This design comes from an exercise in tuning for small area, a short achievable clock period and few clock cycles on the open sky130 flow, not from production work.
Only simulation tests tie the RTL to the original design; equivalence was not proved.
Power is estimated from default activity; no workload was simulated.

==> flow/design.v (excerpt) <==
module GCD(
	input clk,
	input rst,
	input start,
	input [7:0] A,
	input [7:0] B,
	output [7:0] gcd_result,
	output ready
);
Size: about 380 cells after synthesis, roughly 17 flip-flops, ~28 I/O pins.
==> flow/config.mk <==
export PLATFORM = sky130hd
export DESIGN_NAME = GCD
export DESIGN_NICKNAME = GCD
export VERILOG_FILES = /design/flow/design.v
export SDC_FILE = /design/flow/constraint.sdc
export NUM_CORES = 4
export LEC_CHECK = 0
export ABC_AREA = 1
export CAP_MARGIN = 20
export CORE_MARGIN = 2
export CORE_UTILIZATION = 40
export SETUP_SLACK_MARGIN = 1.55
export SLEW_MARGIN = 20
==> flow/constraint.sdc <==
create_clock -name core_clock -period 4.0 [get_ports {clk}]
set_input_delay 0.8000 -clock core_clock [delete_from_list [all_inputs] [get_ports {clk}]]
set_output_delay 0.8000 -clock core_clock [all_outputs]
set_load 0.01 [all_outputs]
standard.sh (not shown) runs the stock make flow with config.mk's settings and CLKGATE_MAP_FILE= SYNTH_SCRIPT=/design/flow/synth_recipe.tcl, a recipe that flattens the netlist after the stock synthesis.
==> flow/flow/run.sh <==
#!/bin/bash
set -euo pipefail
bash standard.sh 'BUFFER_PORTS_ARGS=-buffer_cell sky130_fd_sc_hd__buf_2' \
  'SETUP_MOVE_SEQUENCE=sizeup,swap' SKIP_GATE_CLONING=1 SKIP_LAST_GASP=1 \
  finish > standard_flow.log 2>&1
Testbench counts at the start, summed over its fixed seeds: cycles 32,500.
Rerun with:
==> flow/flow/run.sh (replaced) <==
#!/bin/bash
set -euo pipefail
bash standard.sh 'BUFFER_PORTS_ARGS=-buffer_cell sky130_fd_sc_hd__buf_2' ADDER_MAP_FILE= \
  finish > standard_flow.log 2>&1
Settings changed: SETUP_SLACK_MARGIN 1.55 to default.
Outcome:
- The new run ran to the end with no violations
- wire length is lower by a few percent
- fmax is lower by a few percent
- non-clock buffer count stays the same
- power is lower by about a fifth
- cell area is lower by a few percent
- combinational power is lower by a quarter to a third
- setup slack is worse by 140 ps
- via count is lower slightly
- final cell count is higher slightly
- first-iteration DRC count is higher by a quarter to a third
Rerun with:
==> flow/flow/run.sh (replaced) <==
#!/bin/bash
set -euo pipefail
bash standard.sh 'BUFFER_PORTS_ARGS=-buffer_cell sky130_fd_sc_hd__buf_2' finish > standard_flow.log 2>&1
Die area went up by about 3.5%.
Total power increases by 22%.
Clock power hardly moves.
Design area went up by 3.6%.
Via count rose by 1.4%.
Maximum frequency increases by 2.1%.
Critical path depth does not change.
Wire length came out higher by 3.5%.
First-iteration DRC count rises by about 2.4%.
Worst hold slack is better by 50 ps.
Non-clock buffer count does not change.
Rerun with:
==> flow/flow/run.sh (replaced) <==
#!/bin/bash
set -euo pipefail
bash standard.sh 'BUFFER_PORTS_ARGS=-buffer_cell sky130_fd_sc_hd__buf_2' \
  'SETUP_MOVE_SEQUENCE=sizeup,swap' SKIP_GATE_CLONING=1 SKIP_LAST_GASP=1 \
  finish > standard_flow.log 2>&1
Settings changed: SETUP_SLACK_MARGIN from default to 1.8.
Worst setup slack gains 120 ps.
Cell area went up by 5.4%.
Core utilization went up by 2.5 points.
Die area does not change.
Fmax went up by 4.7%.
Cell count is unchanged.
Sequential share of layout area went down by 0.63 points.

========
The RTL this note starts from:
==> flow/design.v <==
module GCD(
	input clk,
	input rst,
	input start,
	input [7:0] A,
	input [7:0] B,
	output [7:0] gcd_result,
	output ready
);
reg [5:0] a_h;
reg [5:0] b_h;
reg       zf;     
reg       busy;
reg       rdy;
reg [7:0] res;
function [7:0] lowbit8(input [7:0] v);
	reg seen;
	integer i;
	begin
		seen = 1'b0;
		for (i = 0; i < 8; i = i + 1) begin
			lowbit8[i] = v[i] & ~seen;
			seen = seen | v[i];
		end
	end
endfunction
function [5:0] oddhi(input [7:0] v);
	reg [7:0] x;
	reg [7:0] p;
	integer   i, t;
	begin
		x = v ^ {8{v[7]}};
		p = lowbit8(v);
		for (i = 0; i < 6; i = i + 1) begin
			oddhi[i] = 1'b0;
			for (t = 0; t + i + 1 < 7; t = t + 1)
				oddhi[i] = oddhi[i] | (p[t] & x[i + 1 + t]);
		end
	end
endfunction
wire za = (A == 8'd0);
wire zb = (B == 8'd0);
wire [6:0] d = {1'b0, a_h} - {1'b0, b_h};
wire       s = d[6];                  
wire [5:0] m = d[5:0] ^ {6{s}};
wire [5:0] u = a_h ^ b_h;
wire       eq = (u == 6'd0);          
reg  [5:0] above;                     
integer q;
always @* begin
	above[0] = 1'b0;
	for (q = 1; q < 6; q = q + 1) above[q] = above[q - 1] | u[q - 1];
end
wire one_next = ~|(m & above);
wire one_now  = (a_h == 6'd0) | (b_h == 6'd0);
wire found = eq | one_now | one_next;
wire [5:0] pu = u & ~above;
reg  [5:0] b_step;
integer bi, bt;
always @* begin
	for (bi = 0; bi < 6; bi = bi + 1) begin
		b_step[bi] = 1'b0;
		for (bt = 0; bt + bi + 1 < 6; bt = bt + 1)
			b_step[bi] = b_step[bi] | (pu[bt] & m[bi + bt + 1]);
	end
end
wire [5:0] a_step = s ? a_h : b_h;
wire [6:0] g = {a_h | b_h, 1'b1};
reg  [7:0] res_shift;
integer i, j;
always @* begin
	for (i = 0; i < 8; i = i + 1) begin
		res_shift[i] = 1'b0;
		for (j = 0; j <= i; j = j + 1)
			if (i - j < 7) res_shift[i] = res_shift[i] | (res[j] & g[i - j]);
	end
end
always @(posedge clk) begin
	if (start) begin
		a_h <= oddhi(A);
		b_h <= oddhi(B);
		res <= lowbit8(A | B);
	end else begin
		a_h <= a_step;
		b_h <= b_step;
		if (busy & (eq | zf))
			res <= res_shift;
	end
	zf <= start & (za | zb);
end
always @(posedge clk) begin
	if (rst) begin
		busy <= 1'b0;
		rdy  <= 1'b0;
	end else if (start) begin
		busy <= 1'b1;
		rdy  <= 1'b0;
	end else begin
		busy <= busy & ~found;
		rdy  <= busy & found;
	end
end
assign ready = rdy;
assign gcd_result = res;
endmodule
export LEC_CHECK = 0
export ABC_AREA = 1
export CAP_MARGIN = 20
export CORE_MARGIN = 2
export CORE_UTILIZATION = 65
export CTS_BUF_LIST = sky130_fd_sc_hd__clkbuf_8
export SLEW_MARGIN = 20
create_clock -name core_clock -period 4.0 [get_ports {clk}]
==> flow/flow/run.sh <==
#!/bin/bash
set -euo pipefail
bash standard.sh 'BUFFER_PORTS_ARGS=-buffer_cell sky130_fd_sc_hd__buf_2' ADDER_MAP_FILE= \
  finish > standard_flow.log 2>&1
Testbench counts at the start, summed over its fixed seeds: cycles 34,956.
Rerun with:
==> flow/flow/run.sh (replaced) <==
#!/bin/bash
set -euo pipefail
bash standard.sh 'BUFFER_PORTS_ARGS=-buffer_cell sky130_fd_sc_hd__buf_2' ADDER_MAP_FILE= \
  'SETUP_MOVE_SEQUENCE=sizeup,swap' SKIP_GATE_CLONING=1 SKIP_LAST_GASP=1 \
  finish > standard_flow.log 2>&1
Settings changed: CORE_UTILIZATION 65 to 50, SETUP_SLACK_MARGIN from default to 2.0.
Setup slack gets better by 320 ps.
Core utilization falls by 15 points.
Hold slack gets better by 7.5 ps.
Sequential share of layout area falls by 0.98 points.
Design area rises by 4.9%.
First-iteration DRC count falls by 31%.
Sequential power stays flat.
Clock power hardly moves.
Total power rises by 5.3%.
Routed wire length rises by 4.2%.
Rerun with:
Settings changed: CORE_UTILIZATION 50 to 65, SETUP_SLACK_MARGIN 2.0 to 1.9.
=> Final area went down by 3.0%. Total power shrinks by 4.0%. Clock skew barely changes. Worst setup slack got worse by 74 ps. Via count goes up by 1.6%.

-- separate check: timing with driven ports --
The flow's constraints put no driver on any port. The routed layouts listed below were extracted and timed again, unchanged, in two steps.
Step 1 assumes that a clkbuf_16 drives the clock port and a buf_2 every other input.
Step 2, shift: input delay + t, output delay - t, t = (earliest + latest rising clock arrival at the registers) / 2. This alone moves slack from input paths to output paths.
a / b / c = no drivers / after step 1 / after step 2; a / b = the first two.
run | t (ns) | setup WS [ns] | worst register clock-pin slew, ns
the first run of note 1 | 0.278 | 1.506 / 1.480 / 1.638 | 0.07 / 0.07
the second run of note 1 | 0.280 | 1.371 / 1.343 / 1.581 | 0.07 / 0.07
the third run of note 1 | 0.277 | 1.425 / 1.400 / 1.633 | 0.07 / 0.07
the fourth run of note 1 | 0.277 | 1.540 / 1.515 / 1.632 | 0.07 / 0.07
the first run of note 2 | 0.282 | 1.761 / 1.761 / 1.628 | 0.08 / 0.08
the second run of note 2 | 0.285 | 2.079 / 2.084 / 1.799 | 0.08 / 0.08
the third run of note 2 | 0.284 | 2.005 / 2.004 / 1.720 | 0.08 / 0.08
After both steps setup and hold are still met in every run listed. For the third run of note 2, which loses most, drivers alone change the setup slack by -0.001 ns; drivers and shift together by -0.285 ns.
